Background: an optimization exercise with open tools, aiming at small area, a short achievable clock period and few clock cycles per item. Do not read the settings as production practice.
Function was checked by simulation only, so behaviour that the tests miss may differ from the original.

== umber ==
Design matvecmult, start of the top module:
module matvecmult(
    CLK,
    RST,
    vector_x,
    vector_b,
    vector_y,
    Q,
    A,
    finish
);
Size: about 1400 cells after synthesis, roughly 520 I/O pins, about 16000 sq um of cells after synthesis.
Settings: LEC_CHECK=0, CAP_MARGIN=20, CORE_MARGIN=2, CORE_UTILIZATION=62, PLACE_DENSITY=0.75, SLEW_MARGIN=20, SYNTH_HIERARCHICAL=1, SYNTH_MINIMUM_KEEP_SIZE=0; clock period 10.0 ns.
standard.sh (not shown) runs the stock make flow with config.mk's settings and CLKGATE_MAP_FILE= SYNTH_SCRIPT=/design/flow/synth_recipe.tcl, a recipe that flattens the netlist after the stock synthesis.
==> flow/flow/run.sh <==
#!/bin/bash
set -euo pipefail
export PRE_GLOBAL_PLACE_TCL="$PWD/flow/buffer_ports.tcl"
bash standard.sh > standard_make.log 2>&1
==> flow/flow/buffer_ports.tcl <==
# Port buffers: buf_2 on the inputs (they fan out to several gates), buf_1 on
# the outputs.  Replaces the single buffer_ports call of global_place.tcl.
rename buffer_ports my_orig_buffer_ports
proc buffer_ports {args} {
  my_orig_buffer_ports -inputs -buffer_cell sky130_fd_sc_hd__buf_2
  my_orig_buffer_ports -outputs -buffer_cell sky130_fd_sc_hd__buf_1
}
Testbench counts of umber, summed over its fixed seeds: cycles 43,200, items 2,400.
--- input diff umber..cedar ---
Settings: CORE_UTILIZATION now 40, was 62; PLACE_DENSITY no longer set, was 0.75.
==> flow/flow/buffer_ports.tcl <==
# Port buffers: buf_2 on the inputs that feed the partial products (Q and
# vector_x fan out to several gates), buf_1 on the other inputs and on the
# outputs.  Replaces the single buffer_ports call of global_place.tcl.
rename buffer_ports my_orig_buffer_ports
proc buffer_ports {args} {
  my_orig_buffer_ports -inputs -buffer_cell sky130_fd_sc_hd__buf_2
  my_orig_buffer_ports -outputs -buffer_cell sky130_fd_sc_hd__buf_1
  set small [get_lib_cells sky130_fd_sc_hd__buf_1]
  set n 0
  foreach bterm [[ord::get_db_block] getBTerms] {
    set name [$bterm getName]
    if {![string match {vector_b*} $name] && $name ne "RST"} { continue }
    foreach iterm [[$bterm getNet] getITerms] {
      set inst [$iterm getInst]
      if {[[$inst getMaster] getName] eq "sky130_fd_sc_hd__buf_2"} {
        replace_cell [get_cells [$inst getName]] $small
        incr n
      }
    }
  }
  puts "buffer_ports.tcl: $n input buffers set to buf_1"
}
Notes after the runs:
There was hardly any difference in final hold slack between cedar and umber. Looking at sequential share of layout area, cedar sits 0.18 points lower than umber does.
Input-level comparison between xenon and cedar:
-- flow/flow/buffer_ports.tcl --
<<< cedar, line 9
  set n 0
  foreach bterm [[ord::get_db_block] getBTerms] {
    set name [$bterm getName]
    if {![string match {vector_b*} $name] && $name ne "RST"} { continue }
    foreach iterm [[$bterm getNet] getITerms] {
      set inst [$iterm getInst]
      if {[[$inst getMaster] getName] eq "sky130_fd_sc_hd__buf_2"} {
        replace_cell [get_cells [$inst getName]] $small
        incr n
>>> xenon, line 9
  set n 0
  foreach port [get_ports {vector_b* RST}] {
    foreach pin [get_pins -of_objects [get_nets -of_objects $port]] {
      set inst [get_cells -of_objects $pin]
      if {[get_property [get_property $inst liberty_cell] name] eq "sky130_fd_sc_hd__buf_2"} {
        replace_cell $inst $small
        incr n
Notes after the runs:
- As far as horizontal extent of the die goes, xenon and cedar are indistinguishable; the numbers are identical.
- Height of the die: cedar vs xenon identical
- Fraction of registers with async set/reset came out exactly the same in xenon and cedar.
- Going from cedar to xenon, number of nets in the synthesized netlist shows no meaningful change, proportion of synthesized chip area in sequential cells shows no meaningful change.
- Compared xenon against cedar; post-synthesis instance total within noise.
- As far as number of enable-type register cells in the synthesized netlist goes, xenon and cedar are indistinguishable; the numbers are identical.
- cedar -> xenon: multiplexer share of the synthesized area delta 0, exact match
- Seen in the log of xenon: STA-0100 during global placement, after which the run never completed.

---

== run a ==
matvecmult, a different RTL version from the one above (not shown whole).
For scale: ~1400 cells after synthesis, roughly 220 flip-flops, about 520 I/O pins.
make LEC_CHECK=0 CAP_MARGIN=20 CORE_MARGIN=2 CORE_UTILIZATION=40 SLEW_MARGIN=20 SYNTH_HIERARCHICAL=1 SYNTH_MINIMUM_KEEP_SIZE=0 finish   # period 10.0 ns
run.sh (not shown) runs the stock make flow with config.mk's settings and CLKGATE_MAP_FILE= SYNTH_SCRIPT=/design/flow/synth_recipe.tcl, a recipe that flattens the netlist after the stock synthesis.
Stock flow here: none of the scripts above is used.
Run a reached the end of the flow, and the finished layout is clean on the timing, DRC and antenna checks.
Testbench counts of run a, summed over its fixed seeds: cycles 43,200, items 2,400.
--- input diff run a..run b ---
==> flow/flow/run.sh (new file) <==
#!/bin/bash
set -euo pipefail
export BUFFER_PORTS_ARGS="-buffer_cell sky130_fd_sc_hd__buf_1"
export SETUP_SLACK_MARGIN=6.5
bash standard.sh > standard_make.log 2>&1
==> flow/standard.sh (new file) <==
#!/bin/bash
# synth_recipe.tcl (not shown) runs the flow's synth.tcl, then flattens the netlist and writes it again
# the make line also repeats each setting of config.mk as NAME=value (left out here)
make -C /OpenROAD-flow-scripts/flow DESIGN_CONFIG=/design/flow/config.mk WORK_HOME=/design/flow/orfs CLKGATE_MAP_FILE= SYNTH_SCRIPT=/design/flow/synth_recipe.tcl "${@:-finish}"
removed: flow/run.sh
Findings:
Type of the worst setup path: in2reg -> run a, reg2reg -> run b. Met1 global-route usage: run b vs run a, no meaningful difference. From run a to run b the numbers moved as follows: final critical-path required period shows a reduction of 0.47 ns, fraction of the cycle the final worst path needs shows a reduction of 4.7 points, number of global-route vias before repair barely changed, total placed instance area fell 2200 µm². Run b supports a higher top clock frequency than run a.

---

Setup of run A:
matvecmult, a different RTL version from the one above (not shown whole).
Size: roughly 1300 cells after synthesis, about 240 flip-flops, ~520 I/O pins, ~16000 sq um of cells after synthesis.
==> flow/design.v (excerpt) <==
module matvecmult(
    CLK,
    RST,
    vector_x,
    vector_b,
    vector_y,
    Q,
    A,
    finish
);
Settings: LEC_CHECK=0, CAP_MARGIN=20, CORE_MARGIN=2, CORE_UTILIZATION=55, CTS_BUF_LIST=sky130_fd_sc_hd__clkbuf_8, SLEW_MARGIN=20, SYNTH_HIERARCHICAL=1, SYNTH_MINIMUM_KEEP_SIZE=0; clock period 10.0 ns.
standard.sh (not shown) runs the stock make flow with config.mk's settings and CLKGATE_MAP_FILE= SYNTH_SCRIPT=/design/flow/synth_recipe.tcl, a recipe that flattens the netlist after the stock synthesis.
==> flow/flow/run.sh <==
#!/bin/bash
set -euo pipefail
export BUFFER_PORTS_ARGS="-buffer_cell sky130_fd_sc_hd__buf_1"
bash standard.sh > standard_make.log 2>&1
Run A ended with every stage complete and zero timing, DRC or antenna violations.
Testbench counts of run A, summed over its fixed seeds: cycles 43,200, items 2,400.
### run A -> run B
Settings: changing CORE_UTILIZATION from 55 to 40; removing CTS_BUF_LIST (formerly sky130_fd_sc_hd__clkbuf_8).
==> flow/flow/run.sh <==
#!/bin/bash
set -euo pipefail
export BUFFER_PORTS_ARGS="-buffer_cell sky130_fd_sc_hd__buf_2"
bash standard.sh > standard_make.log 2>&1
## What came out
Share of the clock period used by the worst path after layout down 2.3 points in run B wrt run A. Between run A and run B, the flow reports routed wire length on met3 increasing by a few percent. Run B: full flow OK, the timing, DRC and antenna checks passed. Delta (run B minus run A): design area higher; data arrival time of the critical path lower; core region area higher; smallest hold slack higher. Compared to run A, run B has transition time at the pin with the least slew margin 0.036 ns higher.
The following lists how run C was set up differently from run B:
==> flow/flow/run.sh <==
#!/bin/bash
set -euo pipefail
export BUFFER_PORTS_ARGS="-buffer_cell sky130_fd_sc_hd__buf_1"
bash standard.sh > standard_make.log 2>&1
==> results.txt <==
[compare] base=run B new=run C: met1 routed wirelength after detailed routing went down, fraction of the cycle the final worst path needs went up. Final cell area: run C below run B. Met1 routing resource usage after global routing: run B vs run C, no meaningful difference. Summary of run C over run B: worst setup timing slack at the placement stage lost 0.28 ns; wire length lost 0.67%.
### run C -> run D
==> flow/flow/run.sh <==
#!/bin/bash
set -euo pipefail
export BUFFER_PORTS_ARGS="-buffer_cell sky130_fd_sc_hd__buf_2"
bash standard.sh > standard_make.log 2>&1
==> comparison <==
- Run D finished every stage and its layout cleared the timing, DRC and antenna checks.
- Per the comparison of run D with run C, count of flip-flops with a built-in enable after synthesis about even; data arrival at the endpoint of the critical path fell 0.36 ns; via count fell about 0.5%; maximum frequency rose about 6%.
- Aggregate routed wire length ends up higher on run D.
- Run D vs. run C: final clock period utilization by the worst path has decreased, post-route worst setup slack has increased.
- Run D has worst max-slew margin expressed relative to the limit below what run C had.
- Run C ended up with input pin to flop as its type of the worst setup path; run D ended up with flop to flop.
- Global-route usage: lower on run C
- In run D, the detailed placement HPWL came out 1.0% above the value in run C.

---

matvecmult with an RTL version that a note above also has.
Size: about 1400 cells after synthesis, roughly 520 I/O pins, roughly 16000 µm² of cells after synthesis.
clock: 10.0 ns
lec_check: 0
cap_margin: 20
core_margin: 2
core_utilization: 40
slew_margin: 20
synth_hierarchical: 1
synth_minimum_keep_size: 0
==> flow/flow/run.sh <==
#!/bin/bash
set -euo pipefail
export PRE_GLOBAL_PLACE_TCL="$PWD/flow/buffer_ports.tcl"
export SETUP_SLACK_MARGIN=6.5
bash standard.sh > standard_make.log 2>&1
==> flow/flow/buffer_ports.tcl <==
# Port buffers: buf_2 on the inputs (they fan out to several gates), buf_1 on
# the outputs.  Replaces the single buffer_ports call of global_place.tcl.
rename buffer_ports my_orig_buffer_ports
proc buffer_ports {args} {
  my_orig_buffer_ports -inputs -buffer_cell sky130_fd_sc_hd__buf_2
  my_orig_buffer_ports -outputs -buffer_cell sky130_fd_sc_hd__buf_1
}
Testbench counts at the start, summed over its fixed seeds: cycles 43,200, items 2,400.
==> next run, changes <==
==> flow/flow/run.sh (replaced) <==
#!/bin/bash
set -euo pipefail
export PRE_GLOBAL_PLACE_TCL="$PWD/flow/buffer_ports.tcl"
bash standard.sh > standard_make.log 2>&1
PLACE_DENSITY = 0.8   (was not set)
What happened: Count of clock-buffer cells in the layout falls by 6; worst hold slack is worse by 0.0034 ns; wire length falls slightly; fmax falls by a few percent; first-iteration DRC count rises by roughly a tenth; sequential cell count stays the same; synthesized area stays the same; critical path depth rises by 3.
==> next run, changes <==
==> flow/flow/buffer_ports.tcl (replaced) <==
# Port buffers: buf_2 on the inputs that feed the partial products (Q and
# vector_x fan out to several gates), buf_1 on the other inputs and on the
# outputs.  Replaces the single buffer_ports call of global_place.tcl.
rename buffer_ports my_orig_buffer_ports
proc buffer_ports {args} {
  my_orig_buffer_ports -inputs -buffer_cell sky130_fd_sc_hd__buf_2
  my_orig_buffer_ports -outputs -buffer_cell sky130_fd_sc_hd__buf_1
  set small [get_lib_cells sky130_fd_sc_hd__buf_1]
  set n 0
  foreach port [get_ports {vector_b* RST}] {
    foreach pin [get_pins -of_objects [get_nets -of_objects $port]] {
      set inst [get_cells -of_objects $pin]
      if {[get_property [get_property $inst liberty_cell] name] eq "sky130_fd_sc_hd__buf_2"} {
        replace_cell $inst $small
        incr n
      }
    }
  }
  puts "buffer_ports.tcl: $n input buffers set to buf_1"
}
CORE_UTILIZATION = 50   (was 40)
PLACE_DENSITY = not set   (was 0.8)
The changed run did not get past global placement on STA-0100.
Synthesized cell count stays the same.
Synthesized area stays the same.

---

Another version of the RTL of matvecmult (not shown whole).
For scale: about 240 flip-flops, roughly 520 I/O pins.
Settings: LEC_CHECK=0, ABC_CLOCK_PERIOD_IN_PS=3000, CAP_MARGIN=20, CORE_MARGIN=2, CORE_UTILIZATION=40, SLEW_MARGIN=20; clock period 10.0 ns.
run.sh (not shown) runs the stock make flow with config.mk's settings and CLKGATE_MAP_FILE= SYNTH_SCRIPT=/design/flow/synth_recipe.tcl, a recipe that flattens the netlist after the stock synthesis.
Stock flow here: none of the scripts above is used.
Testbench counts at the start, summed over its fixed seeds: cycles 43,200, items 2,400.
Then changed:
==> flow/flow/run.sh (new file) <==
#!/bin/bash
set -euo pipefail
export BUFFER_PORTS_ARGS="-buffer_cell sky130_fd_sc_hd__buf_1"
bash standard.sh > standard_make.log 2>&1
==> flow/standard.sh (new file) <==
#!/bin/bash
# synth_recipe.tcl (not shown) runs the flow's synth.tcl, then flattens the netlist and writes it again
# the make line also repeats each setting of config.mk as NAME=value (left out here)
make -C /OpenROAD-flow-scripts/flow DESIGN_CONFIG=/design/flow/config.mk WORK_HOME=/design/flow/orfs CLKGATE_MAP_FILE= SYNTH_SCRIPT=/design/flow/synth_recipe.tcl "${@:-finish}"
removed: flow/run.sh
Clock skew increases by 3.2 ps.
Count of clock-buffer cells in the layout falls by 8.
Design area came out lower by 12%.
Register-to-register slack gains 90 ps.
Cell count hardly moves.
Wire length goes down by 5.3%.

---

RTL: one of the versions met above, not the one the previous note started from.
Size: roughly 1400 cells after synthesis, roughly 240 flip-flops, ~0.016 sq mm of cells after synthesis.
Design matvecmult, start of the top module:
module matvecmult(
    CLK,
    RST,
    vector_x,
    vector_b,
    vector_y,
    Q,
    A,
    finish
);
input               CLK;
input               RST;
input       [127:0] vector_x;
input       [127:0] vector_b;
output      [127:0] vector_y;
input       [127:0] Q;
output      [3:0]   A;
output              finish;
reg  [4:0] cnt;
reg        rs;
reg  [2:1] val;          
reg  [2:1] done;         
reg        fin;
reg  [7:0] y_r [0:15];
reg  [7:0] bsel;
integer    i;
reg        skip;                        
reg  [3:0] ar;                          
wire [3:0] a_w = {cnt[3:1], cnt[0] ^ skip} | {4{cnt[4]}};
wire [3:0] a_o;
mv_or2 ua0 (.a(ar[0]), .b(skip), .y(a_o[0]));
assign a_o[3:1] = ar[3:1];
wire       fetched = cnt[4];            
assign A = a_o;
assign finish = fin;
always @(posedge CLK) begin
    rs   <= RST;
    skip <= RST & ~rs;
    val  <= {val, ~RST & ~fetched & (a_w != 4'd0)};
end
always @(posedge CLK or posedge RST) begin
    if (RST) begin
        cnt  <= 5'd0;
        ar   <= 4'd0;
        done <= {2{1'b0}};
        fin  <= 1'b0;
    end else begin
        if (!fetched) begin
            cnt <= cnt + (skip ? 5'd2 : 5'd1);
            if (ar != 4'd15)
                ar <= {ar[3:1] + {2'b0, ar[0]}, ~ar[0]} + {3'b0, skip};
        end
        done <= {done, fetched};
        fin  <= done[1];
    end
end
always @(posedge CLK)
    bsel <= vector_b[8*a_w +: 8];
wire p1;
wire p2;
wire p3;
wire p4;
wire p5;
wire p6;
wire p7;
wire p8;
wire p9;
wire p10;
wire p11;
wire p12;
wire p13;
wire p14;
wire p15;
wire p16;
wire p17;
wire p18;
wire p19;
wire p20;
wire p21;
wire p22;
wire p23;
wire p24;
wire p25;
wire p26;
wire p27;
wire p28;
wire p29;
wire p30;
wire p31;
wire p32;
wire p33;
wire p34;
wire p35;
wire p36;
wire p37;
wire p38;
wire p39;
wire p40;
wire p41;
wire p42;
wire p43;
wire p44;
wire p45;
wire p46;
wire p47;
wire p48;
wire p49;
wire p50;
wire p51;
  ...
export LEC_CHECK = 0
export CAP_MARGIN = 20
export CORE_MARGIN = 2
export CORE_UTILIZATION = 40
export CTS_BUF_LIST = sky130_fd_sc_hd__clkbuf_4 sky130_fd_sc_hd__clkbuf_8
export SLEW_MARGIN = 20
export SYNTH_HIERARCHICAL = 1
export SYNTH_MINIMUM_KEEP_SIZE = 0
create_clock -name core_clock -period 10.0 [get_ports {CLK}]
standard.sh (not shown) runs the stock make flow with config.mk's settings and CLKGATE_MAP_FILE= SYNTH_SCRIPT=/design/flow/synth_recipe.tcl, a recipe that flattens the netlist after the stock synthesis.
==> flow/flow/run.sh <==
#!/bin/bash
set -euo pipefail
export PRE_GLOBAL_PLACE_TCL="$PWD/flow/buffer_ports.tcl"
bash standard.sh > standard_make.log 2>&1
==> flow/flow/buffer_ports.tcl <==
# Port buffers: buf_2 on the inputs (they fan out to several gates), buf_1 on
# the outputs.  Replaces the single buffer_ports call of global_place.tcl.
rename buffer_ports my_orig_buffer_ports
proc buffer_ports {args} {
  my_orig_buffer_ports -inputs -buffer_cell sky130_fd_sc_hd__buf_2
  my_orig_buffer_ports -outputs -buffer_cell sky130_fd_sc_hd__buf_1
}
The first run completed without violations.
Testbench counts at the start, summed over its fixed seeds: cycles 43,200, items 2,400.
Edit:
==> flow/flow/buffer_ports.tcl (replaced) <==
# Port buffers: buf_2 on the inputs that feed the partial products (Q and
# vector_x fan out to several gates), buf_1 on the other inputs and on the
# outputs.  Replaces the single buffer_ports call of global_place.tcl.
rename buffer_ports my_orig_buffer_ports
proc buffer_ports {args} {
  my_orig_buffer_ports -inputs -buffer_cell sky130_fd_sc_hd__buf_2
  my_orig_buffer_ports -outputs -buffer_cell sky130_fd_sc_hd__buf_1
  set small [get_lib_cells sky130_fd_sc_hd__buf_1]
  set n 0
  foreach bterm [[ord::get_db_block] getBTerms] {
    set name [$bterm getName]
    if {![string match {vector_b*} $name] && $name ne "RST"} { continue }
    foreach iterm [[$bterm getNet] getITerms] {
      set inst [$iterm getInst]
      if {[[$inst getMaster] getName] eq "sky130_fd_sc_hd__buf_2"} {
        replace_cell [get_cells [$inst getName]] $small
        incr n
      }
    }
  }
  puts "buffer_ports.tcl: $n input buffers set to buf_1"
}
--- a/flow/config.mk
+++ b/flow/config.mk
@@ -10,2 +10 @@
-export CORE_UTILIZATION = 40
-export CTS_BUF_LIST = sky130_fd_sc_hd__clkbuf_4 sky130_fd_sc_hd__clkbuf_8
+export CORE_UTILIZATION = 50
The new run went through all stages and came out clean.
Non-clock buffer count drops by 1.
Utilization climbs by 12 points.
Synthesized cell count stays the same.

## what the ideal ports hide
In the flow no input, the clock included, has a driving cell. The finished layouts below were timed again as built, in two steps.
Step 1 assumes that a clkbuf_16 drives the clock port and a buf_2 every other input.
Step 2 also shifts input and output timing later by t, the mid clock arrival at the registers, as if the neighbouring blocks saw the same clock.
Three values: ideal, step 1, step 2; two values: the first two.
run | t, ns | slack for setup (ns) | hold WS [ns] | slew at the worst register clock pin (ns) | worst slew at a driven data input, ns
umber | 0.571 | 6.386 / 6.414 / 5.843 | 0.325 / 0.325 / 0.325 | 0.07 / 0.07 | 0.12
cedar | 0.570 | 6.394 / 6.394 / 5.856 | 0.327 / 0.327 / 0.327 | 0.07 / 0.07 | 0.10
run a of note 2 | 0.548 | 5.635 / 5.658 / 5.109 | 0.348 / 0.348 / 0.348 | 0.07 / 0.07 | 0.12
run b of note 2 | 0.562 | 6.105 / 6.105 / 5.798 | 0.347 / 0.347 / 0.347 | 0.06 / 0.06 | 0.11
run A of note 3 | 0.605 | 6.106 / 6.118 / 5.512 | 0.326 / 0.326 / 0.326 | 0.07 / 0.07 | 0.11
run B of note 3 | 0.556 | 6.339 / 6.339 / 5.816 | 0.332 / 0.332 / 0.332 | 0.07 / 0.07 | 0.11
run C of note 3 | 0.569 | 6.117 / 6.141 / 5.572 | 0.333 / 0.333 / 0.333 | 0.07 / 0.07 | 0.10
run D of note 3 | 0.556 | 6.339 / 6.339 / 5.816 | 0.332 / 0.332 / 0.332 | 0.07 / 0.07 | 0.11
the first run of note 4 | 0.575 | 6.505 / 6.527 / 5.952 | 0.328 / 0.328 / 0.328 | 0.06 / 0.06 | 0.09
the second run of note 4 | 0.569 | 6.368 / 6.368 / 5.841 | 0.325 / 0.325 / 0.325 | 0.07 / 0.07 | 0.12
the first run of note 5 | 0.560 | 5.165 / 5.166 / 4.605 | 0.345 / 0.345 / 0.345 | 0.07 / 0.07 | 0.13
the second run of note 5 | 0.591 | 5.379 / 5.379 / 5.087 | 0.356 / 0.356 / 0.356 | 0.07 / 0.07 | 0.12
the first run of note 6 | 0.578 | 6.437 / 6.442 / 5.885 | 0.323 / 0.323 / 0.323 | 0.07 / 0.07 | 0.11
the second run of note 6 | 0.573 | 6.408 / 6.419 / 5.846 | 0.322 / 0.322 / 0.322 | 0.06 / 0.06 | 0.12
After both steps setup and hold are still met in every run listed. The setup slack of run A of note 3, which loses most, moves by +0.012 ns with the drivers and by -0.594 ns with both steps.
